What follows belongs to an exercise in optimizing a design on an open flow for small area; a production flow would make more cautious choices. Function was checked by simulation only, so behaviour that the tests miss may differ from the original. Power and IR drop assume default switching activity.

==> flow/constraint.sdc <==
create_clock -name core_clock -period 9.0 [get_ports {clk}]
set_input_delay 1.8000 -clock core_clock [delete_from_list [all_inputs] [get_ports {clk}]]
set_output_delay 1.8000 -clock core_clock [all_outputs]
set_load 0.01 [all_outputs]
==> flow/config.mk <==
export PLATFORM = sky130hd
export DESIGN_NAME = PG
export DESIGN_NICKNAME = PG
export VERILOG_FILES = /design/flow/design.v
export SDC_FILE = /design/flow/constraint.sdc
export NUM_CORES = 4
export LEC_CHECK = 0
export CAP_MARGIN = 20
export CORE_MARGIN = 2
export CORE_UTILIZATION = 40
export SLEW_MARGIN = 20
==> flow/run.sh <==
#!/bin/bash
# synth_recipe.tcl (not shown) runs the flow's synth.tcl, then flattens the netlist and writes it again
# the make line also repeats each setting of config.mk as NAME=value (left out here)
make -C /OpenROAD-flow-scripts/flow DESIGN_CONFIG=/design/flow/config.mk WORK_HOME=/design/flow/orfs CLKGATE_MAP_FILE= SYNTH_SCRIPT=/design/flow/synth_recipe.tcl finish
==> flow/design.v <==
`timescale 1ns / 1ps
module argminmax4(q0, q1, q2, q3, amax, amin);
  input [31:0] q0;
  wire [31:0] q0;
  input [31:0] q1;
  wire [31:0] q1;
  input [31:0] q2;
  wire [31:0] q2;
  input [31:0] q3;
  wire [31:0] q3;
  output [1:0] amax;
  wire [1:0] amax;
  output [1:0] amin;
  wire [1:0] amin;
  wire _0000_;
  wire _0001_;
  wire _0002_;
  wire _0003_;
  wire _0004_;
  wire _0005_;
  wire _0006_;
  wire _0007_;
  wire _0008_;
  wire _0009_;
  wire _0010_;
  wire _0011_;
  wire _0012_;
  wire _0013_;
  wire _0014_;
  wire _0015_;
  wire _0016_;
  wire _0017_;
  wire _0018_;
  wire _0019_;
  wire _0020_;
  wire _0021_;
  wire _0022_;
  wire _0023_;
  wire _0024_;
  wire _0025_;
  wire _0026_;
  wire _0027_;
  wire _0028_;
  wire _0029_;
  wire _0030_;
  wire _0031_;
  wire _0032_;
  wire _0033_;
  wire _0034_;
  wire _0035_;
  wire _0036_;
  wire _0037_;
  wire _0038_;
  wire _0039_;
  wire _0040_;
  wire _0041_;
  wire _0042_;
  wire _0043_;
  wire _0044_;
  wire _0045_;
  wire _0046_;
  wire _0047_;
  wire _0048_;
  wire _0049_;
  wire _0050_;
  wire _0051_;
  wire _0052_;
  wire _0053_;
  wire _0054_;
  wire _0055_;
  wire _0056_;
  wire _0057_;
  wire _0058_;
  wire _0059_;
  wire _0060_;
  wire _0061_;
  wire _0062_;
  wire _0063_;
  wire _0064_;
  wire _0065_;
  wire _0066_;
  wire _0067_;
  wire _0068_;
  wire _0069_;
  wire _0070_;
  wire _0071_;
  wire _0072_;
  wire _0073_;
  wire _0074_;
  wire _0075_;
  wire _0076_;
  wire _0077_;
  wire _0078_;
  wire _0079_;
  wire _0080_;
  wire _0081_;
  wire _0082_;
  wire _0083_;
  wire _0084_;
  wire _0085_;
  wire _0086_;
  wire _0087_;
  wire _0088_;
  wire _0089_;
  wire _0090_;
  wire _0091_;
  wire _0092_;
  wire _0093_;
  wire _0094_;
  wire _0095_;
  wire _0096_;
  wire _0097_;
  wire _0098_;
  wire _0099_;
  wire _0100_;
  wire _0101_;
  wire _0102_;
  wire _0103_;
  wire _0104_;
  wire _0105_;
  wire _0106_;
  wire _0107_;
  wire _0108_;
  wire _0109_;
  wire _0110_;
  wire _0111_;
  wire _0112_;
  wire _0113_;
  wire _0114_;
  wire _0115_;
  wire _0116_;
  wire _0117_;
  wire _0118_;
  wire _0119_;
  wire _0120_;
  wire _0121_;
  wire _0122_;
  wire _0123_;
  wire _0124_;
  wire _0125_;
  wire _0126_;
  wire _0127_;
  wire _0128_;
  wire _0129_;
  wire _0130_;
  wire _0131_;
  wire _0132_;
  wire _0133_;
  wire _0134_;
  wire _0135_;
  wire _0136_;
  wire _0137_;
  wire _0138_;
  wire _0139_;
  wire _0140_;
  wire _0141_;
  wire _0142_;
  wire _0143_;
  wire _0144_;
  wire _0145_;
  wire _0146_;
  wire _0147_;
  wire _0148_;
  wire _0149_;
  wire _0150_;
  wire _0151_;
  wire _0152_;
  wire _0153_;
  wire _0154_;
  wire _0155_;
  wire _0156_;
  wire _0157_;
  wire _0158_;
  wire _0159_;
  wire _0160_;
  wire _0161_;
  wire _0162_;
  wire _0163_;
  wire _0164_;
  wire _0165_;
  wire _0166_;
  wire _0167_;
  wire _0168_;
  wire _0169_;
  wire _0170_;
  wire _0171_;
  wire _0172_;
  wire _0173_;
  wire _0174_;
  wire _0175_;
  wire _0176_;
  wire _0177_;
  wire _0178_;
  wire _0179_;
  wire _0180_;
  wire _0181_;
  wire _0182_;
  wire _0183_;
  wire _0184_;
  wire _0185_;
  wire _0186_;
  wire _0187_;
  wire _0188_;
  wire _0189_;
  wire _0190_;
  wire _0191_;
  wire _0192_;
  wire _0193_;
  wire _0194_;
  wire _0195_;
  wire _0196_;
  wire _0197_;
  wire _0198_;
  wire _0199_;
  wire _0200_;
  wire _0201_;
  wire _0202_;
  wire _0203_;
  wire _0204_;
  wire _0205_;
  wire _0206_;
  wire _0207_;
  wire _0208_;
  wire _0209_;
  wire _0210_;
  wire _0211_;
  wire _0212_;
  wire _0213_;
  wire _0214_;
  wire _0215_;
  wire _0216_;
  wire _0217_;
  wire _0218_;
  wire _0219_;
  wire _0220_;
  wire _0221_;
  wire _0222_;
  wire _0223_;
  wire _0224_;
  wire _0225_;
  wire _0226_;
  wire _0227_;
  wire _0228_;
  wire _0229_;
  wire _0230_;
  wire _0231_;
  wire _0232_;
  wire _0233_;
  wire _0234_;
  wire _0235_;
  wire _0236_;
  wire _0237_;
  wire _0238_;
  wire _0239_;
  wire _0240_;
  wire _0241_;
  wire _0242_;
  wire _0243_;
  wire _0244_;
  wire _0245_;
  wire _0246_;
  wire _0247_;
  wire _0248_;
  wire _0249_;
  wire _0250_;
  wire _0251_;
  wire _0252_;
  wire _0253_;
  wire _0254_;
  wire _0255_;
  wire _0256_;
  wire _0257_;
  wire _0258_;
  wire _0259_;
  wire _0260_;
  wire _0261_;
  wire _0262_;
  wire _0263_;
  wire _0264_;
  wire _0265_;
  wire _0266_;
  wire _0267_;
  wire _0268_;
  wire _0269_;
  wire _0270_;
  wire _0271_;
  wire _0272_;
  wire _0273_;
  wire _0274_;
  wire _0275_;
  wire _0276_;
  wire _0277_;
  wire _0278_;
  wire _0279_;
  wire _0280_;
  wire _0281_;
  wire _0282_;
  wire _0283_;
  wire _0284_;
  wire _0285_;
  wire _0286_;
  wire _0287_;
  wire _0288_;
  wire _0289_;
  wire _0290_;
  wire _0291_;
  wire _0292_;
  wire _0293_;
  wire _0294_;
  wire _0295_;
  wire _0296_;
  wire _0297_;
  wire _0298_;
  wire _0299_;
  wire _0300_;
  wire _0301_;
  wire _0302_;
  wire _0303_;
  wire _0304_;
  wire _0305_;
  wire _0306_;
  wire _0307_;
  wire _0308_;
  wire _0309_;
  wire _0310_;
  wire _0311_;
  wire _0312_;
  wire _0313_;
  wire _0314_;
  wire _0315_;
  wire _0316_;
  wire _0317_;
  wire _0318_;
  wire _0319_;
  wire _0320_;
  wire _0321_;
  wire _0322_;
  wire _0323_;
  wire _0324_;
  wire _0325_;
  wire _0326_;
  wire _0327_;
  wire _0328_;
  wire _0329_;
  wire _0330_;
  wire _0331_;
  wire _0332_;
  wire _0333_;
  wire _0334_;
  wire _0335_;
  wire _0336_;
  wire _0337_;
  wire _0338_;
  wire _0339_;
  wire _0340_;
  wire _0341_;
  wire _0342_;
  wire _0343_;
  wire _0344_;
  wire _0345_;
  wire _0346_;
  wire _0347_;
  wire _0348_;
  wire _0349_;
  wire _0350_;
  wire _0351_;
  wire _0352_;
  wire _0353_;
  wire _0354_;
  wire _0355_;
  wire _0356_;
  wire _0357_;
  wire _0358_;
  wire _0359_;
  wire _0360_;
  wire _0361_;
  wire _0362_;
  wire _0363_;
  wire _0364_;
  wire _0365_;
  wire _0366_;
  wire _0367_;
  wire _0368_;
  wire _0369_;
  wire _0370_;
  wire _0371_;
  wire _0372_;
  wire _0373_;
  wire _0374_;
  wire _0375_;
  wire _0376_;
  wire _0377_;
  wire _0378_;
  wire _0379_;
  wire _0380_;
  wire _0381_;
  wire _0382_;
  wire _0383_;
  wire _0384_;
  wire _0385_;
  wire _0386_;
  wire _0387_;
  wire _0388_;
  wire _0389_;
  wire _0390_;
  wire _0391_;
  wire _0392_;
  wire _0393_;
  wire _0394_;
  wire _0395_;
  wire _0396_;
  wire _0397_;
  wire _0398_;
  wire _0399_;
  wire _0400_;
  wire _0401_;
  wire _0402_;
  wire _0403_;
  wire _0404_;
  wire _0405_;
  wire _0406_;
  wire _0407_;
  wire _0408_;
  wire _0409_;
  wire _0410_;
  wire _0411_;
  wire _0412_;
  wire _0413_;
  wire _0414_;
  wire _0415_;
  wire _0416_;
  wire _0417_;
  wire _0418_;
  wire _0419_;
  wire _0420_;
  wire _0421_;
  wire _0422_;
  wire _0423_;
  wire _0424_;
  wire _0425_;
  wire _0426_;
  wire _0427_;
  wire _0428_;
  wire _0429_;
  wire _0430_;
  wire _0431_;
  wire _0432_;
  wire _0433_;
  wire _0434_;
  wire _0435_;
  wire _0436_;
  wire _0437_;
  wire _0438_;
  wire _0439_;
  wire _0440_;
  wire _0441_;
  wire _0442_;
  wire _0443_;
  wire _0444_;
  wire _0445_;
  wire _0446_;
  wire _0447_;
  wire _0448_;
  wire _0449_;
  wire _0450_;
  wire _0451_;
  wire _0452_;
  wire _0453_;
  wire _0454_;
  wire _0455_;
  wire _0456_;
  wire _0457_;
  wire _0458_;
  wire _0459_;
  wire _0460_;
  wire _0461_;
  wire _0462_;
  wire _0463_;
  wire _0464_;
  wire _0465_;
  wire _0466_;
  wire _0467_;
  wire _0468_;
  wire _0469_;
  wire _0470_;
  wire _0471_;
  wire _0472_;
  wire _0473_;
  wire _0474_;
  wire _0475_;
  wire _0476_;
  wire _0477_;
  wire _0478_;
  wire _0479_;
  wire _0480_;
  wire _0481_;
  wire _0482_;
  wire _0483_;
  wire _0484_;
  wire _0485_;
  wire _0486_;
  wire _0487_;
  wire _0488_;
  wire _0489_;
  wire _0490_;
  wire _0491_;
  wire _0492_;
  wire _0493_;
  wire _0494_;
  wire _0495_;
  wire _0496_;
  wire _0497_;
  wire _0498_;
  wire _0499_;
  wire _0500_;
  wire _0501_;
  wire _0502_;
  wire _0503_;
  wire _0504_;
  wire _0505_;
  wire _0506_;
  wire _0507_;
  wire _0508_;
  wire _0509_;
  wire _0510_;
  wire _0511_;
  wire _0512_;
  wire _0513_;
  wire _0514_;
  wire _0515_;
  wire _0516_;
  wire _0517_;
  wire _0518_;
  wire _0519_;
  wire _0520_;
  wire _0521_;
  wire _0522_;
  wire _0523_;
  wire _0524_;
  wire _0525_;
  wire _0526_;
  wire _0527_;
  wire _0528_;
  wire _0529_;
  wire _0530_;
  wire _0531_;
  wire _0532_;
  wire _0533_;
  wire _0534_;
  wire _0535_;
  wire _0536_;
  wire _0537_;
  wire _0538_;
  wire _0539_;
  wire _0540_;
  wire _0541_;
  wire _0542_;
  wire _0543_;
  wire _0544_;
  wire _0545_;
  wire _0546_;
  wire _0547_;
  wire _0548_;
  wire _0549_;
  wire _0550_;
  wire _0551_;
  wire _0552_;
  wire _0553_;
  wire _0554_;
  wire _0555_;
  wire _0556_;
  wire _0557_;
  wire _0558_;
  wire _0559_;
  wire _0560_;
  wire _0561_;
  wire _0562_;
  wire _0563_;
  wire _0564_;
  wire _0565_;
  wire _0566_;
  wire _0567_;
  wire _0568_;
  wire _0569_;
  wire _0570_;
  wire _0571_;
  wire _0572_;
  wire _0573_;
  wire _0574_;
  wire _0575_;
  wire _0576_;
  wire _0577_;
  wire _0578_;
  wire _0579_;
  wire _0580_;
  wire _0581_;
  wire _0582_;
  wire _0583_;
  wire _0584_;
  wire _0585_;
  wire _0586_;
  wire _0587_;
  wire _0588_;
  wire _0589_;
  wire _0590_;
  wire _0591_;
  wire _0592_;
  wire _0593_;
  wire _0594_;
  wire _0595_;
  wire _0596_;
  wire _0597_;
  wire _0598_;
  wire _0599_;
  wire _0600_;
  wire [31:0] \c01.a ;
  wire [31:0] \c01.b ;
  wire [31:0] \c01.x ;
  wire [31:0] \c01.y ;
  wire [31:0] \c02.a ;
  wire [31:0] \c02.b ;
  wire [31:0] \c02.x ;
  wire [31:0] \c02.y ;
  wire [31:0] \c03.a ;
  wire [31:0] \c03.b ;
  wire [31:0] \c03.x ;
  wire [31:0] \c03.y ;
  wire [31:0] \c12.a ;
  wire [31:0] \c12.b ;
  wire [31:0] \c12.x ;
  wire [31:0] \c12.y ;
  wire [31:0] \c13.a ;
  wire [31:0] \c13.b ;
  wire [31:0] \c13.x ;
  wire [31:0] \c13.y ;
  wire [31:0] \c23.a ;
  wire [31:0] \c23.b ;
  wire [31:0] \c23.x ;
  wire [31:0] \c23.y ;
  assign _0000_ = q3[31] & ~(q0[31]);
  assign _0001_ = ~_0000_;
  assign _0002_ = ~q0[30];
  assign _0003_ = ~q0[29];
  assign _0004_ = ~((q3[29] | _0003_) & (q3[30] | _0002_));
  assign _0005_ = _0001_ & ~(_0004_);
  assign _0006_ = ~q3[28];
  assign _0007_ = ~q3[27];
  assign _0008_ = ~((_0007_ & q0[27]) | (_0006_ & q0[28]));
  assign _0009_ = ~(_0008_ & _0005_);
  assign _0010_ = ~q3[26];
  assign _0011_ = ~q3[25];
  assign _0012_ = ~((_0011_ & q0[25]) | (_0010_ & q0[26]));
  assign _0013_ = ~q3[24];
  assign _0014_ = ~q3[23];
  assign _0015_ = ~((_0014_ & q0[23]) | (_0013_ & q0[24]));
  assign _0016_ = ~q3[22];
  assign _0017_ = ~q3[21];
  assign _0018_ = ~((_0017_ & q0[21]) | (_0016_ & q0[22]));
  assign _0019_ = ~(_0018_ & _0015_);
  assign _0020_ = ~q3[20];
  assign _0021_ = ~q3[19];
  assign _0022_ = ~((_0021_ & q0[19]) | (_0020_ & q0[20]));
  assign _0023_ = ~q0[18];
  assign _0024_ = ~q0[17];
  assign _0025_ = ~((q3[17] | _0024_) & (q3[18] | _0023_));
  assign _0026_ = _0022_ & ~(_0025_);
  assign _0027_ = ~q0[16];
  assign _0028_ = ~q0[15];
  assign _0029_ = ~((q3[15] | _0028_) & (q3[16] | _0027_));
  assign _0030_ = ~q0[14];
  assign _0031_ = ~((q3[14] & _0030_) | (q3[15] & _0028_));
  assign _0032_ = ~((q3[16] & _0027_) | (q3[17] & _0024_));
  assign _0033_ = ~((_0031_ | _0029_) & _0032_);
  assign _0034_ = ~q0[13];
  assign _0035_ = ~((q3[13] | _0034_) & (q3[14] | _0030_));
  assign _0036_ = _0035_ | _0029_;
  assign _0037_ = _0026_ & ~(_0036_);
  assign _0038_ = ~q0[12];
  assign _0039_ = ~((q3[12] & _0038_) | (q3[13] & _0034_));
  assign _0040_ = _0039_ | ~(_0037_);
  assign _0041_ = ~q3[18];
  assign _0042_ = ~((_0041_ | q0[18]) & (_0021_ | q0[19]));
  assign _0043_ = ~((_0020_ | q0[20]) & (_0017_ | q0[21]));
  assign _0044_ = ~((_0042_ & _0022_) | _0043_);
  assign _0045_ = ~(_0044_ & _0040_);
  assign _0046_ = ~((_0033_ & _0026_) | _0045_);
  assign _0047_ = ~((_0016_ | q0[22]) & (_0014_ | q0[23]));
  assign _0048_ = ~((_0013_ | q0[24]) & (_0011_ | q0[25]));
  assign _0049_ = ~((_0047_ & _0015_) | _0048_);
  assign _0050_ = ~((_0046_ | _0019_) & _0049_);
  assign _0051_ = ~q3[12];
  assign _0052_ = ~q3[11];
  assign _0053_ = ~((_0052_ & q0[11]) | (_0051_ & q0[12]));
  assign _0054_ = ~(_0053_ & _0012_);
  assign _0055_ = _0054_ | _0019_;
  assign _0056_ = _0037_ & ~(_0055_);
  assign _0057_ = ~_0056_;
  assign _0058_ = ~q3[10];
  assign _0059_ = ~q3[9];
  assign _0060_ = ~((_0059_ & q0[9]) | (_0058_ & q0[10]));
  assign _0061_ = ~q0[8];
  assign _0062_ = ~q0[7];
  assign _0063_ = ~((q3[7] | _0062_) & (q3[8] | _0061_));
  assign _0064_ = _0060_ & ~(_0063_);
  assign _0065_ = ~q0[6];
  assign _0066_ = ~q0[5];
  assign _0067_ = ~((q3[5] | _0066_) & (q3[6] | _0065_));
  assign _0068_ = _0064_ & ~(_0067_);
  assign _0069_ = ~q3[4];
  assign _0070_ = ~q3[3];
  assign _0071_ = ~((_0070_ & q0[3]) | (_0069_ & q0[4]));
  assign _0072_ = ~_0071_;
  assign _0073_ = ~q3[1];
  assign _0074_ = ~q3[0];
  assign _0075_ = ~((_0074_ | q0[0]) & (_0073_ | q0[1]));
  assign _0076_ = ~q3[2];
  assign _0077_ = ~((_0073_ & q0[1]) | (_0076_ & q0[2]));
  assign _0078_ = ~((_0076_ | q0[2]) & (_0070_ | q0[3]));
  assign _0079_ = ~((_0077_ & _0075_) | _0078_);
  assign _0080_ = ~q0[4];
  assign _0081_ = ~((q3[4] & _0080_) | (q3[5] & _0066_));
  assign _0082_ = ~((_0079_ | _0072_) & _0081_);
  assign _0083_ = ~((q3[6] & _0065_) | (q3[7] & _0062_));
  assign _0084_ = _0083_ | ~(_0064_);
  assign _0085_ = ~q3[8];
  assign _0086_ = ~((_0085_ | q0[8]) & (_0059_ | q0[9]));
  assign _0087_ = ~((_0058_ | q0[10]) & (_0052_ | q0[11]));
  assign _0088_ = ~((_0086_ & _0060_) | _0087_);
  assign _0089_ = ~(_0088_ & _0084_);
  assign _0090_ = ~((_0082_ & _0068_) | _0089_);
  assign _0091_ = ~q0[27];
  assign _0092_ = ~q0[26];
  assign _0093_ = ~((q3[26] & _0092_) | (q3[27] & _0091_));
  assign _0094_ = ~((_0090_ | _0057_) & _0093_);
  assign _0095_ = ~((_0050_ & _0012_) | _0094_);
  assign _0096_ = ~q3[29];
  assign _0097_ = ~((_0006_ | q0[28]) & (_0096_ | q0[29]));
  assign _0098_ = ~q0[31];
  assign _0099_ = ~q3[30];
  assign _0100_ = ~((_0099_ | q0[30]) & (q3[31] | _0098_));
  assign _0101_ = ~((_0100_ & _0001_) | (_0097_ & _0005_));
  assign _0102_ = ~((_0095_ | _0009_) & _0101_);
  assign _0103_ = ~q2[31];
  assign _0104_ = ~((_0099_ & q2[30]) | (q3[31] & _0103_));
  assign _0105_ = ~q2[29];
  assign _0106_ = ~q2[28];
  assign _0107_ = ~((q3[28] | _0106_) & (q3[29] | _0105_));
  assign _0108_ = _0104_ & ~(_0107_);
  assign _0109_ = ~_0108_;
  assign _0110_ = ~q3[17];
  assign _0111_ = ~((_0110_ & q2[17]) | (_0041_ & q2[18]));
  assign _0112_ = ~q2[15];
  assign _0113_ = q2[27] & ~(q3[27]);
  assign _0114_ = q3[16] | ~(q2[16]);
  assign _0115_ = _0114_ & ~(_0113_);
  assign _0116_ = ~((q3[15] | _0112_) & _0115_);
  assign _0117_ = _0111_ & ~(_0116_);
  assign _0118_ = ~((_0011_ & q2[25]) | (_0010_ & q2[26]));
  assign _0119_ = ~q2[24];
  assign _0120_ = ~q2[23];
  assign _0121_ = ~((q3[23] | _0120_) & (q3[24] | _0119_));
  assign _0122_ = _0118_ & ~(_0121_);
  assign _0123_ = ~((_0017_ & q2[21]) | (_0016_ & q2[22]));
  assign _0124_ = ~q2[20];
  assign _0125_ = ~q2[19];
  assign _0126_ = ~((q3[19] | _0125_) & (q3[20] | _0124_));
  assign _0127_ = _0123_ & ~(_0126_);
  assign _0128_ = ~(_0127_ & _0122_);
  assign _0129_ = _0117_ & ~(_0128_);
  assign _0130_ = ~_0129_;
  assign _0131_ = ~q3[14];
  assign _0132_ = ~q3[13];
  assign _0133_ = ~((_0132_ & q2[13]) | (_0131_ & q2[14]));
  assign _0134_ = ~q2[12];
  assign _0135_ = ~q2[11];
  assign _0136_ = ~((q3[11] | _0135_) & (q3[12] | _0134_));
  assign _0137_ = _0133_ & ~(_0136_);
  assign _0138_ = ~((_0059_ & q2[9]) | (_0058_ & q2[10]));
  assign _0139_ = ~q3[7];
  assign _0140_ = ~((_0139_ & q2[7]) | (_0085_ & q2[8]));
  assign _0141_ = ~(_0140_ & _0138_);
  assign _0142_ = _0137_ & ~(_0141_);
  assign _0143_ = ~q3[6];
  assign _0144_ = ~q3[5];
  assign _0145_ = ~((_0144_ & q2[5]) | (_0143_ & q2[6]));
  assign _0146_ = ~((_0070_ & q2[3]) | (_0069_ & q2[4]));
  assign _0147_ = ~q2[2];
  assign _0148_ = ~q2[1];
  assign _0149_ = ~((q3[1] | _0148_) & (q3[2] | _0147_));
  assign _0150_ = _0146_ & ~(_0149_);
  assign _0151_ = ~_0150_;
  assign _0152_ = ~q2[0];
  assign _0153_ = ~((q3[0] & _0152_) | (q3[1] & _0148_));
  assign _0154_ = ~q2[3];
  assign _0155_ = ~((q3[2] & _0147_) | (q3[3] & _0154_));
  assign _0156_ = _0146_ & ~(_0155_);
  assign _0157_ = ~q2[5];
  assign _0158_ = ~q2[4];
  assign _0159_ = ~((q3[4] & _0158_) | (q3[5] & _0157_));
  assign _0160_ = _0159_ & ~(_0156_);
  assign _0161_ = ~((_0153_ | _0151_) & _0160_);
  assign _0162_ = ~q2[7];
  assign _0163_ = ~q2[6];
  assign _0164_ = ~((q3[6] & _0163_) | (q3[7] & _0162_));
  assign _0165_ = ~_0164_;
  assign _0166_ = ~((_0161_ & _0145_) | _0165_);
  assign _0167_ = _0166_ | ~(_0142_);
  assign _0168_ = ~q2[9];
  assign _0169_ = ~q2[8];
  assign _0170_ = ~((q3[8] & _0169_) | (q3[9] & _0168_));
  assign _0171_ = _0138_ & ~(_0170_);
  assign _0172_ = ~q2[10];
  assign _0173_ = ~((q3[10] & _0172_) | (q3[11] & _0135_));
  assign _0174_ = _0173_ & ~(_0171_);
  assign _0175_ = _0137_ & ~(_0174_);
  assign _0176_ = ~q2[13];
  assign _0177_ = ~((q3[12] & _0134_) | (q3[13] & _0176_));
  assign _0178_ = _0133_ & ~(_0177_);
  assign _0179_ = ~q2[14];
  assign _0180_ = ~((q3[14] & _0179_) | (q3[15] & _0112_));
  assign _0181_ = _0180_ & ~(_0178_);
  assign _0182_ = _0181_ & ~(_0175_);
  assign _0183_ = ~((_0182_ & _0167_) | _0130_);
  assign _0184_ = ~_0122_;
  assign _0185_ = ~q2[17];
  assign _0186_ = ~q2[16];
  assign _0187_ = ~((q3[16] & _0186_) | (q3[17] & _0185_));
  assign _0188_ = _0111_ & ~(_0187_);
  assign _0189_ = ~q2[18];
  assign _0190_ = ~((q3[18] & _0189_) | (q3[19] & _0125_));
  assign _0191_ = _0190_ & ~(_0188_);
  assign _0192_ = _0191_ | ~(_0127_);
  assign _0193_ = ~q2[21];
  assign _0194_ = ~((q3[20] & _0124_) | (q3[21] & _0193_));
  assign _0195_ = _0123_ & ~(_0194_);
  assign _0196_ = ~q2[22];
  assign _0197_ = ~((q3[22] & _0196_) | (q3[23] & _0120_));
  assign _0198_ = _0197_ & ~(_0195_);
  assign _0199_ = ~((_0198_ & _0192_) | _0184_);
  assign _0200_ = ~q2[26];
  assign _0201_ = ~q2[25];
  assign _0202_ = ~((q3[24] & _0119_) | (q3[25] & _0201_));
  assign _0203_ = ~_0202_;
  assign _0204_ = ~((_0203_ & _0118_) | (q3[26] & _0200_));
  assign _0205_ = _0204_ & ~(_0199_);
  assign _0206_ = ~q2[27];
  assign _0207_ = ~((q3[27] & _0206_) | (q3[28] & _0106_));
  assign _0208_ = ~((_0205_ | _0113_) & _0207_);
  assign _0209_ = ~(_0208_ | _0183_);
  assign _0210_ = ~q3[31];
  assign _0211_ = ~q2[30];
  assign _0212_ = ~((q3[29] & _0105_) | (q3[30] & _0211_));
  assign _0213_ = ~_0212_;
  assign _0214_ = ~((_0213_ & _0104_) | (_0210_ & q2[31]));
  assign _0215_ = ~((_0209_ | _0109_) & _0214_);
  assign _0216_ = ~q1[31];
  assign _0217_ = ~((_0099_ & q1[30]) | (q3[31] & _0216_));
  assign _0218_ = ~q1[29];
  assign _0219_ = ~q1[28];
  assign _0220_ = ~((q3[28] | _0219_) & (q3[29] | _0218_));
  assign _0221_ = _0217_ & ~(_0220_);
  assign _0222_ = ~((_0010_ & q1[26]) | (_0007_ & q1[27]));
  assign _0223_ = ~_0222_;
  assign _0224_ = ~q1[24];
  assign _0225_ = q1[25] & ~(q3[25]);
  assign _0226_ = ~((_0014_ & q1[23]) | _0225_);
  assign _0227_ = ~((q3[24] | _0224_) & _0226_);
  assign _0228_ = _0227_ | _0223_;
  assign _0229_ = _0221_ & ~(_0228_);
  assign _0230_ = ~((_0017_ & q1[21]) | (_0016_ & q1[22]));
  assign _0231_ = ~q1[16];
  assign _0232_ = ~q1[15];
  assign _0233_ = ~((q3[15] | _0232_) & (q3[16] | _0231_));
  assign _0234_ = _0230_ & ~(_0233_);
  assign _0235_ = ~((_0021_ & q1[19]) | (_0020_ & q1[20]));
  assign _0236_ = ~((_0110_ & q1[17]) | (_0041_ & q1[18]));
  assign _0237_ = ~(_0236_ & _0235_);
  assign _0238_ = _0234_ & ~(_0237_);
  assign _0239_ = ~((_0052_ & q1[11]) | (_0051_ & q1[12]));
  assign _0240_ = ~((_0132_ & q1[13]) | (_0131_ & q1[14]));
  assign _0241_ = ~((_0059_ & q1[9]) | (_0058_ & q1[10]));
  assign _0242_ = ~(_0241_ & _0240_);
  assign _0243_ = _0239_ & ~(_0242_);
  assign _0244_ = ~(_0243_ & _0238_);
  assign _0245_ = _0229_ & ~(_0244_);
  assign _0246_ = ~_0245_;
  assign _0247_ = ~((_0139_ & q1[7]) | (_0085_ & q1[8]));
  assign _0248_ = ~((_0144_ & q1[5]) | (_0143_ & q1[6]));
  assign _0249_ = ~_0248_;
  assign _0250_ = ~((_0070_ & q1[3]) | (_0069_ & q1[4]));
  assign _0251_ = ~((_0073_ & q1[1]) | (_0076_ & q1[2]));
  assign _0252_ = ~_0251_;
  assign _0253_ = ~q1[1];
  assign _0254_ = ~q1[0];
  assign _0255_ = ~((q3[0] & _0254_) | (q3[1] & _0253_));
  assign _0256_ = ~q1[3];
  assign _0257_ = ~q1[2];
  assign _0258_ = ~((q3[2] & _0257_) | (q3[3] & _0256_));
  assign _0259_ = ~((_0255_ | _0252_) & _0258_);
  assign _0260_ = ~q1[5];
  assign _0261_ = ~q1[4];
  assign _0262_ = ~((q3[4] & _0261_) | (q3[5] & _0260_));
  assign _0263_ = ~_0262_;
  assign _0264_ = ~((_0259_ & _0250_) | _0263_);
  assign _0265_ = ~q1[7];
  assign _0266_ = ~q1[6];
  assign _0267_ = ~((q3[6] & _0266_) | (q3[7] & _0265_));
  assign _0268_ = ~((_0264_ | _0249_) & _0267_);
  assign _0269_ = ~q1[9];
  assign _0270_ = ~q1[8];
  assign _0271_ = ~((q3[8] & _0270_) | (q3[9] & _0269_));
  assign _0272_ = ~_0271_;
  assign _0273_ = ~((_0268_ & _0247_) | _0272_);
  assign _0274_ = ~_0229_;
  assign _0275_ = ~_0240_;
  assign _0276_ = ~q1[11];
  assign _0277_ = ~q1[10];
  assign _0278_ = ~((q3[10] & _0277_) | (q3[11] & _0276_));
  assign _0279_ = _0278_ | ~(_0239_);
  assign _0280_ = ~q1[13];
  assign _0281_ = ~q1[12];
  assign _0282_ = ~((q3[12] & _0281_) | (q3[13] & _0280_));
  assign _0283_ = ~((_0282_ & _0279_) | _0275_);
  assign _0284_ = ~q1[14];
  assign _0285_ = ~((q3[14] & _0284_) | (q3[15] & _0232_));
  assign _0286_ = _0285_ & ~(_0283_);
  assign _0287_ = _0286_ | ~(_0238_);
  assign _0288_ = ~_0235_;
  assign _0289_ = ~q1[17];
  assign _0290_ = ~((q3[16] & _0231_) | (q3[17] & _0289_));
  assign _0291_ = _0290_ | ~(_0236_);
  assign _0292_ = ~q1[19];
  assign _0293_ = ~q1[18];
  assign _0294_ = ~((q3[18] & _0293_) | (q3[19] & _0292_));
  assign _0295_ = ~((_0294_ & _0291_) | _0288_);
  assign _0296_ = ~q1[21];
  assign _0297_ = ~q1[20];
  assign _0298_ = ~((q3[20] & _0297_) | (q3[21] & _0296_));
  assign _0299_ = _0298_ & ~(_0295_);
  assign _0300_ = _0230_ & ~(_0299_);
  assign _0301_ = ~q1[23];
  assign _0302_ = ~q1[22];
  assign _0303_ = ~((q3[22] & _0302_) | (q3[23] & _0301_));
  assign _0304_ = _0303_ & ~(_0300_);
  assign _0305_ = ~((_0304_ & _0287_) | _0274_);
  assign _0306_ = q3[24] & ~(q1[24]);
  assign _0307_ = _0225_ | ~(_0306_);
  assign _0308_ = ~q1[26];
  assign _0309_ = ~q1[25];
  assign _0310_ = ~((q3[25] & _0309_) | (q3[26] & _0308_));
  assign _0311_ = _0310_ & _0307_;
  assign _0312_ = ~q1[27];
  assign _0313_ = ~((q3[27] & _0312_) | (q3[28] & _0219_));
  assign _0314_ = ~((_0311_ | _0223_) & _0313_);
  assign _0315_ = ~(_0314_ & _0221_);
  assign _0316_ = ~q1[30];
  assign _0317_ = ~((q3[29] & _0218_) | (q3[30] & _0316_));
  assign _0318_ = ~_0317_;
  assign _0319_ = ~((_0318_ & _0217_) | (_0210_ & q1[31]));
  assign _0320_ = _0319_ & _0315_;
  assign _0321_ = _0320_ & ~(_0305_);
  assign _0322_ = ~((_0273_ | _0246_) & _0321_);
  assign _0323_ = ~((q3[0] | _0254_) & _0247_);
  assign _0324_ = ~(_0250_ & _0248_);
  assign _0325_ = _0324_ | _0252_;
  assign _0326_ = _0325_ | _0323_;
  assign _0327_ = ~q0[0];
  assign _0328_ = ~((q3[0] | _0327_) & _0071_);
  assign _0329_ = _0328_ | ~(_0077_);
  assign _0330_ = _0329_ | _0009_;
  assign _0331_ = _0068_ & ~(_0330_);
  assign _0332_ = ~((q3[0] | _0152_) & _0145_);
  assign _0333_ = _0332_ | ~(_0108_);
  assign _0334_ = _0333_ | _0151_;
  assign _0335_ = _0142_ & ~(_0334_);
  assign _0336_ = ~((_0335_ & _0129_) | (_0331_ & _0056_));
  assign _0337_ = ~((_0326_ | _0246_) & _0336_);
  assign _0338_ = _0337_ | _0322_;
  assign _0339_ = _0338_ | _0215_;
  assign _0340_ = _0339_ | _0102_;
  assign _0341_ = ~((_0105_ & q0[29]) | (_0211_ & q0[30]));
  assign _0342_ = ~q0[24];
  assign _0343_ = ~q0[23];
  assign _0344_ = ~((q2[23] | _0343_) & (q2[24] | _0342_));
  assign _0345_ = _0341_ & ~(_0344_);
  assign _0346_ = ~((_0201_ & q0[25]) | (_0200_ & q0[26]));
  assign _0347_ = ~((_0206_ & q0[27]) | (_0106_ & q0[28]));
  assign _0348_ = ~(_0347_ & _0346_);
  assign _0349_ = _0345_ & ~(_0348_);
  assign _0350_ = ~_0349_;
  assign _0351_ = ~((_0193_ & q0[21]) | (_0196_ & q0[22]));
  assign _0352_ = ~((_0125_ & q0[19]) | (q0[20] & _0124_));
  assign _0353_ = ~((_0185_ & q0[17]) | (_0189_ & q0[18]));
  assign _0354_ = ~((_0112_ & q0[15]) | (_0186_ & q0[16]));
  assign _0355_ = ~(_0354_ & _0353_);
  assign _0356_ = _0352_ & ~(_0355_);
  assign _0357_ = ~((_0176_ & q0[13]) | (_0179_ & q0[14]));
  assign _0358_ = ~((_0135_ & q0[11]) | (q0[12] & _0134_));
  assign _0359_ = ~((_0168_ & q0[9]) | (_0172_ & q0[10]));
  assign _0360_ = ~(_0359_ & _0358_);
  assign _0361_ = ~q0[9];
  assign _0362_ = ~((_0061_ & q2[8]) | (q2[9] & _0361_));
  assign _0363_ = ~((_0172_ | q0[10]) & (_0135_ | q0[11]));
  assign _0364_ = ~((q0[12] | _0134_) & (_0176_ | q0[13]));
  assign _0365_ = ~((_0363_ & _0358_) | _0364_);
  assign _0366_ = ~((_0362_ | _0360_) & _0365_);
  assign _0367_ = ~((_0179_ | q0[14]) & (_0112_ | q0[15]));
  assign _0368_ = ~((_0366_ & _0357_) | _0367_);
  assign _0369_ = _0356_ & ~(_0368_);
  assign _0370_ = ~((_0162_ & q0[7]) | (q0[8] & _0169_));
  assign _0371_ = ~(_0370_ & _0357_);
  assign _0372_ = _0371_ | _0360_;
  assign _0373_ = _0356_ & ~(_0372_);
  assign _0374_ = ~_0373_;
  assign _0375_ = ~((_0157_ & q0[5]) | (_0163_ & q0[6]));
  assign _0376_ = ~q0[3];
  assign _0377_ = ~((q2[3] | _0376_) & (_0080_ | q2[4]));
  assign _0378_ = _0375_ & ~(_0377_);
  assign _0379_ = ~_0378_;
  assign _0380_ = ~((_0148_ & q0[1]) | (_0147_ & q0[2]));
  assign _0381_ = ~_0380_;
  assign _0382_ = ~q0[1];
  assign _0383_ = ~((q2[0] & _0327_) | (q2[1] & _0382_));
  assign _0384_ = ~q0[2];
  assign _0385_ = ~((q2[2] & _0384_) | (q2[3] & _0376_));
  assign _0386_ = ~((_0383_ | _0381_) & _0385_);
  assign _0387_ = _0386_ & ~(_0379_);
  assign _0388_ = ~((_0080_ & q2[4]) | (q2[5] & _0066_));
  assign _0389_ = _0375_ & ~(_0388_);
  assign _0390_ = ~((q2[6] & _0065_) | (q2[7] & _0062_));
  assign _0391_ = _0390_ & ~(_0389_);
  assign _0392_ = _0391_ & ~(_0387_);
  assign _0393_ = ~_0352_;
  assign _0394_ = ~((q2[16] & _0027_) | (q2[17] & _0024_));
  assign _0395_ = _0394_ | ~(_0353_);
  assign _0396_ = ~q0[19];
  assign _0397_ = ~((q2[18] & _0023_) | (q2[19] & _0396_));
  assign _0398_ = ~((_0397_ & _0395_) | _0393_);
  assign _0399_ = ~q0[21];
  assign _0400_ = ~q0[20];
  assign _0401_ = ~((_0400_ & q2[20]) | (q2[21] & _0399_));
  assign _0402_ = _0401_ & ~(_0398_);
  assign _0403_ = ~((_0392_ | _0374_) & _0402_);
  assign _0404_ = ~((_0403_ | _0369_) & _0351_);
  assign _0405_ = ~q0[22];
  assign _0406_ = ~((q2[22] & _0405_) | (q2[23] & _0343_));
  assign _0407_ = ~((_0406_ & _0404_) | _0350_);
  assign _0408_ = ~_0407_;
  assign _0409_ = ~_0347_;
  assign _0410_ = ~q0[25];
  assign _0411_ = ~((q2[24] & _0342_) | (q2[25] & _0410_));
  assign _0412_ = _0411_ | ~(_0346_);
  assign _0413_ = ~((q2[26] & _0092_) | (q2[27] & _0091_));
  assign _0414_ = ~((_0413_ & _0412_) | _0409_);
  assign _0415_ = ~q0[28];
  assign _0416_ = ~((q2[28] & _0415_) | (q2[29] & _0003_));
  assign _0417_ = _0416_ & ~(_0414_);
  assign _0418_ = _0341_ & ~(_0417_);
  assign _0419_ = ~((q2[30] & _0002_) | (_0103_ & q0[31]));
  assign _0420_ = _0419_ & ~(_0418_);
  assign _0421_ = ~((_0420_ & _0408_) | (q2[31] & _0098_));
  assign _0422_ = ~((q1[30] & _0211_) | (_0216_ & q2[31]));
  assign _0423_ = ~((_0219_ | q2[28]) & (_0218_ | q2[29]));
  assign _0424_ = _0422_ & ~(_0423_);
  assign _0425_ = ~((q1[26] & _0200_) | (q1[27] & _0206_));
  assign _0426_ = ~_0425_;
  assign _0427_ = q1[25] & ~(q2[25]);
  assign _0428_ = ~((_0301_ | q2[23]) & (_0224_ | q2[24]));
  assign _0429_ = _0428_ | _0427_;
  assign _0430_ = _0429_ | _0426_;
  assign _0431_ = _0424_ & ~(_0430_);
  assign _0432_ = ~((q1[19] & _0125_) | (q1[20] & _0124_));
  assign _0433_ = q1[18] & ~(q2[18]);
  assign _0434_ = ~((_0231_ | q2[16]) & (_0289_ | q2[17]));
  assign _0435_ = _0434_ | _0433_;
  assign _0436_ = _0432_ & ~(_0435_);
  assign _0437_ = q1[15] & ~(q2[15]);
  assign _0438_ = ~((q1[13] & _0176_) | _0437_);
  assign _0439_ = ~((_0284_ | q2[14]) & _0438_);
  assign _0440_ = ~((q1[21] & _0193_) | (q1[22] & _0196_));
  assign _0441_ = ~((q1[11] & _0135_) | (q1[12] & _0134_));
  assign _0442_ = ~(_0441_ & _0440_);
  assign _0443_ = ~(_0442_ | _0439_);
  assign _0444_ = ~(_0443_ & _0436_);
  assign _0445_ = _0431_ & ~(_0444_);
  assign _0446_ = ~((_0269_ | q2[9]) & (_0277_ | q2[10]));
  assign _0447_ = _0445_ & ~(_0446_);
  assign _0448_ = ~((q1[7] & _0162_) | (q1[8] & _0169_));
  assign _0449_ = ~((q1[5] & _0157_) | (q1[6] & _0163_));
  assign _0450_ = ~_0449_;
  assign _0451_ = ~((q1[3] & _0154_) | (q1[4] & _0158_));
  assign _0452_ = ~((q1[1] & _0148_) | (q1[2] & _0147_));
  assign _0453_ = ~_0452_;
  assign _0454_ = ~((_0254_ & q2[0]) | (_0253_ & q2[1]));
  assign _0455_ = ~((_0257_ & q2[2]) | (_0256_ & q2[3]));
  assign _0456_ = ~((_0454_ | _0453_) & _0455_);
  assign _0457_ = ~((_0261_ & q2[4]) | (_0260_ & q2[5]));
  assign _0458_ = ~_0457_;
  assign _0459_ = ~((_0456_ & _0451_) | _0458_);
  assign _0460_ = ~((_0266_ & q2[6]) | (_0265_ & q2[7]));
  assign _0461_ = ~((_0459_ | _0450_) & _0460_);
  assign _0462_ = ~((_0270_ & q2[8]) | (_0269_ & q2[9]));
  assign _0463_ = ~_0462_;
  assign _0464_ = ~((_0461_ & _0448_) | _0463_);
  assign _0465_ = _0447_ & ~(_0464_);
  assign _0466_ = ~_0440_;
  assign _0467_ = ~((_0281_ & q2[12]) | (_0280_ & q2[13]));
  assign _0468_ = q2[14] & ~(q1[14]);
  assign _0469_ = _0437_ | ~(_0468_);
  assign _0470_ = ~((_0232_ & q2[15]) | (_0231_ & q2[16]));
  assign _0471_ = _0470_ & _0469_;
  assign _0472_ = ~((_0467_ | _0439_) & _0471_);
  assign _0473_ = ~(_0472_ & _0436_);
  assign _0474_ = q2[17] & ~(q1[17]);
  assign _0475_ = _0433_ | ~(_0474_);
  assign _0476_ = ~((_0293_ & q2[18]) | (_0292_ & q2[19]));
  assign _0477_ = _0476_ & _0475_;
  assign _0478_ = _0432_ & ~(_0477_);
  assign _0479_ = ~((_0297_ & q2[20]) | (_0296_ & q2[21]));
  assign _0480_ = _0479_ & ~(_0478_);
  assign _0481_ = ~((_0480_ & _0473_) | _0466_);
  assign _0482_ = ~((_0302_ & q2[22]) | (_0301_ & q2[23]));
  assign _0483_ = _0482_ & ~(_0481_);
  assign _0484_ = _0431_ & ~(_0483_);
  assign _0485_ = ~((_0277_ & q2[10]) | (_0276_ & q2[11]));
  assign _0486_ = _0445_ & ~(_0485_);
  assign _0487_ = q2[24] & ~(q1[24]);
  assign _0488_ = _0427_ | ~(_0487_);
  assign _0489_ = ~((_0309_ & q2[25]) | (_0308_ & q2[26]));
  assign _0490_ = _0489_ & _0488_;
  assign _0491_ = ~((_0312_ & q2[27]) | (_0219_ & q2[28]));
  assign _0492_ = ~((_0490_ | _0426_) & _0491_);
  assign _0493_ = ~(_0492_ & _0424_);
  assign _0494_ = ~((_0218_ & q2[29]) | (_0316_ & q2[30]));
  assign _0495_ = ~_0494_;
  assign _0496_ = ~((_0495_ & _0422_) | (q1[31] & _0103_));
  assign _0497_ = _0496_ & _0493_;
  assign _0498_ = _0497_ & ~(_0486_);
  assign _0499_ = _0498_ & ~(_0484_);
  assign _0500_ = _0499_ & ~(_0465_);
  assign _0501_ = ~_0500_;
  assign _0502_ = q1[0] & ~(q2[0]);
  assign _0503_ = _0448_ & ~(_0502_);
  assign _0504_ = ~(_0451_ & _0449_);
  assign _0505_ = _0504_ | _0453_;
  assign _0506_ = _0503_ & ~(_0505_);
  assign _0507_ = ~((_0506_ & _0447_) | _0501_);
  assign _0508_ = ~((_0152_ & q0[0]) | (q2[31] & _0098_));
  assign _0509_ = ~(_0508_ & _0351_);
  assign _0510_ = _0509_ | _0381_;
  assign _0511_ = _0510_ | _0379_;
  assign _0512_ = _0511_ | _0350_;
  assign _0513_ = ~((_0512_ | _0374_) & _0507_);
  assign amin[1] = ~((_0513_ | _0421_) & _0340_);
  assign _0514_ = ~((_0316_ & q0[30]) | (q1[31] & _0098_));
  assign _0515_ = ~((q1[28] | _0415_) & (q1[29] | _0003_));
  assign _0516_ = _0514_ & ~(_0515_);
  assign _0517_ = ~((_0308_ & q0[26]) | (_0312_ & q0[27]));
  assign _0518_ = ~_0517_;
  assign _0519_ = q0[25] & ~(q1[25]);
  assign _0520_ = ~((q1[23] | _0343_) & (q1[24] | _0342_));
  assign _0521_ = _0520_ | _0519_;
  assign _0522_ = _0521_ | _0518_;
  assign _0523_ = _0516_ & ~(_0522_);
  assign _0524_ = ~_0523_;
  assign _0525_ = ~((_0296_ & q0[21]) | (_0302_ & q0[22]));
  assign _0526_ = ~((q1[19] | _0396_) & (q1[20] | _0400_));
  assign _0527_ = _0525_ & ~(_0526_);
  assign _0528_ = ~((_0232_ & q0[15]) | (_0231_ & q0[16]));
  assign _0529_ = ~((_0276_ & q0[11]) | (_0281_ & q0[12]));
  assign _0530_ = _0529_ & _0528_;
  assign _0531_ = ~((_0280_ & q0[13]) | (_0284_ & q0[14]));
  assign _0532_ = ~((_0289_ & q0[17]) | (_0293_ & q0[18]));
  assign _0533_ = ~(_0532_ & _0531_);
  assign _0534_ = _0530_ & ~(_0533_);
  assign _0535_ = ~_0534_;
  assign _0536_ = ~((_0269_ & q0[9]) | (_0277_ & q0[10]));
  assign _0537_ = ~((_0265_ & q0[7]) | (_0270_ & q0[8]));
  assign _0538_ = ~((q1[5] | _0066_) & (q1[6] | _0065_));
  assign _0539_ = _0537_ & ~(_0538_);
  assign _0540_ = ~((_0256_ & q0[3]) | (_0261_ & q0[4]));
  assign _0541_ = ~((_0253_ & q0[1]) | (_0257_ & q0[2]));
  assign _0542_ = ~(_0541_ & _0540_);
  assign _0543_ = _0539_ & ~(_0542_);
  assign _0544_ = ~_0543_;
  assign _0545_ = q1[0] & ~(q0[0]);
  assign _0546_ = ~((q1[1] & _0382_) | _0545_);
  assign _0547_ = ~((q1[2] & _0384_) | (q1[3] & _0376_));
  assign _0548_ = _0540_ & ~(_0547_);
  assign _0549_ = ~((q1[4] & _0080_) | (q1[5] & _0066_));
  assign _0550_ = _0549_ & ~(_0548_);
  assign _0551_ = _0539_ & ~(_0550_);
  assign _0552_ = ~((q1[6] & _0065_) | (q1[7] & _0062_));
  assign _0553_ = _0537_ & ~(_0552_);
  assign _0554_ = ~((q1[8] & _0061_) | (q1[9] & _0361_));
  assign _0555_ = _0554_ & ~(_0553_);
  assign _0556_ = _0555_ & ~(_0551_);
  assign _0557_ = ~((_0546_ | _0544_) & _0556_);
  assign _0558_ = ~((_0277_ | q0[10]) & (_0276_ | q0[11]));
  assign _0559_ = ~((_0557_ & _0536_) | _0558_);
  assign _0560_ = ~_0528_;
  assign _0561_ = ~((q1[12] & _0038_) | (q1[13] & _0034_));
  assign _0562_ = _0561_ | ~(_0531_);
  assign _0563_ = ~((q1[14] & _0030_) | (q1[15] & _0028_));
  assign _0564_ = ~((_0563_ & _0562_) | _0560_);
  assign _0565_ = ~((q1[16] & _0027_) | (q1[17] & _0024_));
  assign _0566_ = _0565_ & ~(_0564_);
  assign _0567_ = _0532_ & ~(_0566_);
  assign _0568_ = ~((q1[18] & _0023_) | (q1[19] & _0396_));
  assign _0569_ = _0568_ & ~(_0567_);
  assign _0570_ = ~((_0559_ | _0535_) & _0569_);
  assign _0571_ = ~((q1[20] & _0400_) | (q1[21] & _0399_));
  assign _0572_ = _0525_ & ~(_0571_);
  assign _0573_ = ~((q1[22] & _0405_) | (q1[23] & _0343_));
  assign _0574_ = _0573_ & ~(_0572_);
  assign _0575_ = ~_0574_;
  assign _0576_ = ~((_0570_ & _0527_) | _0575_);
  assign _0577_ = q1[24] & ~(q0[24]);
  assign _0578_ = _0519_ | ~(_0577_);
  assign _0579_ = ~((q1[25] & _0410_) | (q1[26] & _0092_));
  assign _0580_ = _0579_ & _0578_;
  assign _0581_ = ~((q1[27] & _0091_) | (q1[28] & _0415_));
  assign _0582_ = ~((_0580_ | _0518_) & _0581_);
  assign _0583_ = ~(_0582_ & _0516_);
  assign _0584_ = ~((q1[29] & _0003_) | (q1[30] & _0002_));
  assign _0585_ = ~_0584_;
  assign _0586_ = ~((_0585_ & _0514_) | (_0216_ & q0[31]));
  assign _0587_ = _0586_ & _0583_;
  assign _0588_ = ~((_0576_ | _0524_) & _0587_);
  assign _0589_ = q0[0] & ~(q1[0]);
  assign _0590_ = ~(_0589_ | _0545_);
  assign _0591_ = _0590_ & _0536_;
  assign _0592_ = _0591_ & _0527_;
  assign _0593_ = ~(_0592_ & _0534_);
  assign _0594_ = _0593_ | _0544_;
  assign _0595_ = ~(_0594_ | _0524_);
  assign _0596_ = _0595_ | _0507_;
  assign amin[0] = ~((_0596_ | _0588_) & _0340_);
  assign _0597_ = ~(_0322_ & _0215_);
  assign _0598_ = _0597_ | ~(_0102_);
  assign _0599_ = ~(_0501_ & _0421_);
  assign amax[1] = ~(_0599_ & _0598_);
  assign _0600_ = ~(_0588_ & _0500_);
  assign amax[0] = ~(_0600_ & _0598_);
  assign \c12.b  = q2;
  assign \c12.a  = q1;
  assign \c02.a  = q0;
  assign \c02.b  = q2;
  assign \c02.x  = { \c01.x [31], q0[30:0] };
  assign \c02.y [30:0] = q2[30:0];
  assign \c13.y  = { \c03.y [31], q3[30:0] };
  assign \c13.x  = { \c01.y [31], q1[30:0] };
  assign \c13.b  = q3;
  assign \c13.a  = q1;
  assign \c03.a  = q0;
  assign \c03.b  = q3;
  assign \c03.x  = { \c01.x [31], q0[30:0] };
  assign \c03.y [30:0] = q3[30:0];
  assign \c01.a  = q0;
  assign \c01.b  = q1;
  assign \c01.x [30:0] = q0[30:0];
  assign \c01.y [30:0] = q1[30:0];
  assign \c12.y  = { \c02.y [31], q2[30:0] };
  assign \c12.x  = { \c01.y [31], q1[30:0] };
  assign \c23.y  = { \c03.y [31], q3[30:0] };
  assign \c23.x  = { \c02.y [31], q2[30:0] };
  assign \c23.b  = q3;
  assign \c23.a  = q2;
endmodule
`timescale 1ns / 1ps
module PG(
    input wire clk, rst,
    input wire [31:0] Q0_A, Q1_A, Q2_A, Q3_A,
    input wire [31:0] Q0_B, Q1_B, Q2_B, Q3_B,
    input wire [1:0] Arand_A, Arand_B,
    input wire Asel_A, Asel_B,
    input wire learning,
    output wire [1:0] Amax_A, Amax_B,
    output wire [1:0] Amin_A, Amin_B,
    output wire [1:0] A_A, A_B
    );
    wire [1:0] amax_A, amin_A, amax_B, amin_B;
    argminmax4 amm0(.q0(Q0_A), .q1(Q1_A), .q2(Q2_A), .q3(Q3_A), .amax(amax_A), .amin(amin_A));
    argminmax4 amm1(.q0(Q0_B), .q1(Q1_B), .q2(Q2_B), .q3(Q3_B), .amax(amax_B), .amin(amin_B));
    reg [1:0] Amax_reg_A, Amin_reg_A, Agreed_A, Arand_reg_A;
    reg [1:0] Amax_reg_B, Amin_reg_B, Agreed_B, Arand_reg_B;
    reg Asel_reg_A, Asel_reg_B;
    always @(posedge clk) begin
        if (rst) begin
            Amax_reg_A <= 2'd0;
            Amin_reg_A <= 2'd0;
            Agreed_A   <= 2'd0;
            Amax_reg_B <= 2'd0;
            Amin_reg_B <= 2'd0;
            Agreed_B   <= 2'd0;
        end else begin
            Amax_reg_A <= amax_A;
            Amin_reg_A <= amin_A;
            Agreed_A   <= Amax_reg_A;
            Amax_reg_B <= amax_B;
            Amin_reg_B <= amin_B;
            Agreed_B   <= Amax_reg_B;
        end
        Asel_reg_A  <= Asel_A;
        Asel_reg_B  <= Asel_B;
        Arand_reg_A <= Arand_A;
        Arand_reg_B <= Arand_B;
    end
    assign Amax_A = Amax_reg_A;
    assign Amin_A = Amin_reg_A;
    assign Amax_B = Amax_reg_B;
    assign Amin_B = Amin_reg_B;
    assign A_A = (Asel_reg_A & learning) ? Agreed_A : Arand_reg_A;
    assign A_B = (Asel_reg_B & learning) ? Agreed_B : Arand_reg_B;
endmodule
==> run notes <==
==> Yosys cell counts, types with 6 or more instances <==
| master | n |
|---|---|
| nand4_1 | 11 |
| nor2b_1 | 97 |
| dfxtp_1 | 18 |
| o221ai_1 | 16 |
| a221oi_1 | 16 |
| inv_1 | 179 |
| nor3_1 | 19 |
| maj3_1 | 83 |
| a222oi_1 | 14 |
| a2111oi_0 | 17 |
| nor2_1 | 37 |
| a2bb2oi_1 | 8 |
| nand2_1 | 55 |
| nand2b_1 | 123 |
| o211ai_1 | 11 |
| a21oi_1 | 42 |
| a22oi_1 | 23 |
| inv_2 | 6 |
| o22ai_1 | 74 |
| o21ai_1 | 6 |
| nor4_1 | 12 |
| o31ai_1 | 10 |
| a221o_1 | 9 |
| o2111ai_1 | 28 |
| a31oi_1 | 14 |
| and3_1 | 7 |
| o21ai_0 | 28 |
| a211oi_1 | 8 |
| o31a_1 | 6 |
| nand3_1 | 12 |
==> sequential cells by signal, summed over array words and instances (netlist names) <==
signal,flops
Asel_reg_B,1
Amin_reg_A,2
Amax_reg_A,2
Arand_reg_B,2
Amin_reg_B,2
Amax_reg_B,2
Agreed_B,2
Agreed_A,2
Arand_reg_A,2
Asel_reg_A,1
==> cell type report <==
class / instances / area [um^2] / share of cell area [%]
repair buffers: 277 / 2770 / 27.2
multi-input cells: 872 / 6020 / 59.0
inverters: 185 / 694 / 6.81
well taps: 225 / 282 / 2.76
flip-flops and latches: 18 / 360 / 3.53
clock buffers: 3 / 75.1 / 0.736
==> final timing paths <==
kind                            cells past startpoint     endpoint
worst max-delay path                                4       A_B[0]
worst min-delay path                                1  Agreed_B[1]
worst max register to register                      1  Agreed_A[1]
worst min register to register                      1  Agreed_B[1]
==> metal layers <==
layer,routed length [um],global-route usage (%),vias to the layer above
met5,0,0,-
met4,537,4.75,0
met3,3170,3.56,53
met2,13800,51.5,589
met1,14700,49.0,4602
li1,-,-,4649
==> power groups by stage <==
stage               sequential [mW]  clock, mW  combinational [mW]
floorplan                    0.0934          0               0.231
global placement             0.0949          0               0.490
detailed placement           0.0946          0               0.488
CTS                          0.0930     0.0871               0.491
global route                 0.0934     0.0900               0.538
finish                       0.0933     0.0853               0.501
==> kinds of logic (layout without fill, tap and decap cells) <==
group           after synthesis  in the layout
simple gates                404            404
compound gates              375            375
buf+inv                     187            465
fa+ha+maj                    89             89
flops                        18             18
mux                           4              4
==> through the flow <==
step           cell area [um^2]  total power [mW]  worst slack (ns)  utilization, %  hold slack, ns
2_1_floorplan              7080             0.325              4.81               -           0.492
3_3_place_gp              10100             0.584              4.07            58.5           0.501
3_5_place_dp              10100             0.583              4.04            58.5           0.502
4_1_cts                   10200             0.671              4.05            59.0           0.512
5_1_grt                   10200             0.722              3.98            59.0           0.523
6_report                  10200             0.680              4.05            59.0           0.517
==> critical path: stages <==
cell             delay [ns]
clkdlybuf4s50_1        0.42
nand2_1                0.11
mux2_2                 0.34
clkdlybuf4s50_1        0.47
==> metrics.md <==
| Metric | Value |
|---|---|
| Status | `timing/DRC/antenna clean` |
| Slew @ Worst Pin | `0.944 ns` |
| CTS tree | `yes` |
| First-pass GRT wire length | `49.2 mm` |
| Post-synthesis compound-gate area fraction | `39.1%` |
| DRT iter0 DRCs | `1066` |
| Post-synth top area share | `11.7%` |
| Comb pwr share | `73.7%` |
| Num CTS Buffers | `3` |
| Sequential share of power | `13.7%` |
| Ant diodes | `0` |
| Synth Area in XOR/XNOR | `0%` |
| CTS Sinks | `18` |
| Total wire length | `32.2 mm` |
| Sum Neg Setup Slack | `0 ns` |
| Vias per std cell | `6.26` |
| Register area share after synthesis | `5.09%` |
| Sw Share | `42.3%` |
| GRT Total Usage | `32.9%` |
| CTS Buffer Depth | `2` |
| Fraction of layout cells with a size suffix above 1 | `1.77%` |
| Via count | `9893` |
| Post-Synth Simple-Gate Area | `32.6%` |
| CTS Root Cell | `clkbuf_16` |
| P_int | `0.392 mW` |
| Largest cells by area after synthesis | `maj3_1, nand2b_1, inv_1` |
| Area Overhead vs Synth | `44.1%` |
| Minimum clock period | `4.95 ns` |
| Reg2reg setup slack | `8.38 ns` |
| Yosys Warn Count | `1` |
| Most frequent cells in the layout | `clkdlybuf4s50_1, inv_1, nand2b_1` |
| Post-Syn Nets | `1344` |
| Largest net degree at the start of global routing | `14` |
| Clock transition at path regs | `0.05 ns` |
| Ys flop type | `dfxtp_1` |
| Slew margin rel. | `35.4%` |
| Post-cts resize count | `0` |
| Skew final | `0.00133 ns` |
| Core Region | `17300 um^2` |
| Routed wire per std cell | `20.4 um` |
| CP endpoint kind | `output pin` |
| Gpl congestion | `1.00` |
| Hold path start | `Amax_reg_B[1]` |
| Worst vdd ir | `0.0000778 V` |
| IO Port Bufs | `276` |
| Post-synthesis cell type with the largest combined area | `maj3_1` |
| CTS Hold Bufs | `0` |
| Top Ports | `277` |
| DRC Markers | `0` |
| Vias in the first global route | `9191` |
| Hold Path Class | `reg2reg` |
| Row cnt | `48` |
| Adder-cell area share of the yosys netlist | `12.7%` |
| Combinational family with the most area after synthesis | `compound AO/OA/AOI/OAI gates` |
| Clock power share | `12.5%` |
| Leak pwr | `4.00 nW` |
| Die height | `137 um` |
| Cells after DPL | `1577` |
| Starting Density | `40.9%` |
| Crit Path Class | `in2out` |
| Seq cells post-synth | `18` |
| Final setup viols | `0` |
| Slew Limit Fails | `0` |
| Commonest non-fill, non-tap cell in the layout | `clkdlybuf4s50_1` |
| Initial antenna violation count | `0` |
| Tcrit/Tclk final | `55.0%` |
| RSZ-0062 raised after global routing | `false` |
| Routed Antenna Nets | `0` |
| Power per Cell Area | `66.6 nW/um^2` |
| Highest Clock Rate | `0.202 GHz` |
| Nets | `1624` |
| Synth Instances | `1077` |
| Crit path launch type | `input pin` |
| Post-Synthesis Cell Area | `7080 um^2` |
| Crit path required time | `7.20 ns` |
| Filler cells | `1706` |
| Pre-Repair DR Iteration Count | `8` |
| Final Hold Viols | `0` |
| Worst skew pair latency | `0.24 ns` |
| Die Wd | `137 um` |
| Data arrival time of the critical path | `3.15 ns` |
| Final HPWL DP | `27.7 mm` |
| Count of cell types in the netlist | `74` |
| Fin cells | `1580` |
| Grt total ovfl | `0` |
| Post-synth ARST share | `0%` |
| Syn_area_per_cell | `6.57 um^2` |
| H-tree levels | `1` |
| Number of synthesized flops with an enable pin | `0` |
| RR Startpoint | `Amax_reg_A[1]` |
| Worst-path maximum fanout | `2` |
| Max-Cap Viols | `0` |
| Die area | `18800 um^2` |
| Switching power | `0.287 mW` |
| CP startpoint | `learning` |
| Multiplexer share of the synthesized area | `0.636%` |
| Post-CTS Setup Inserts | `0` |

## afterwards: timing with drivers on the ports
The results above use ideal ports. As a check the final layout listed here was re-extracted and re-timed, cells and wires unchanged.
Step 1 (the two cells are an assumption about what drives the block):
set clk [get_ports {clk}]
set_driving_cell -lib_cell sky130_fd_sc_hd__clkbuf_16 $clk
set_driving_cell -lib_cell sky130_fd_sc_hd__buf_2 [delete_from_list [all_inputs] $clk]
Step 2, shift: input delay + t, output delay - t, t = (earliest + latest rising clock arrival at the registers) / 2. This alone moves slack from input paths to output paths.
a / b / c = ideal / step 1 / step 2; a / b = the first two.
t, ns: 0.269
setup slack, ns: 4.053 / 4.029 / 4.029
worst setup path at the end: input to output
clock arrival spread, ns: 0.003 / 0.002
cell pins on the clock port's net: 1
After both steps this run still meets setup and hold. For this run, drivers alone change the setup slack by -0.024 ns; drivers and shift together by -0.024 ns.
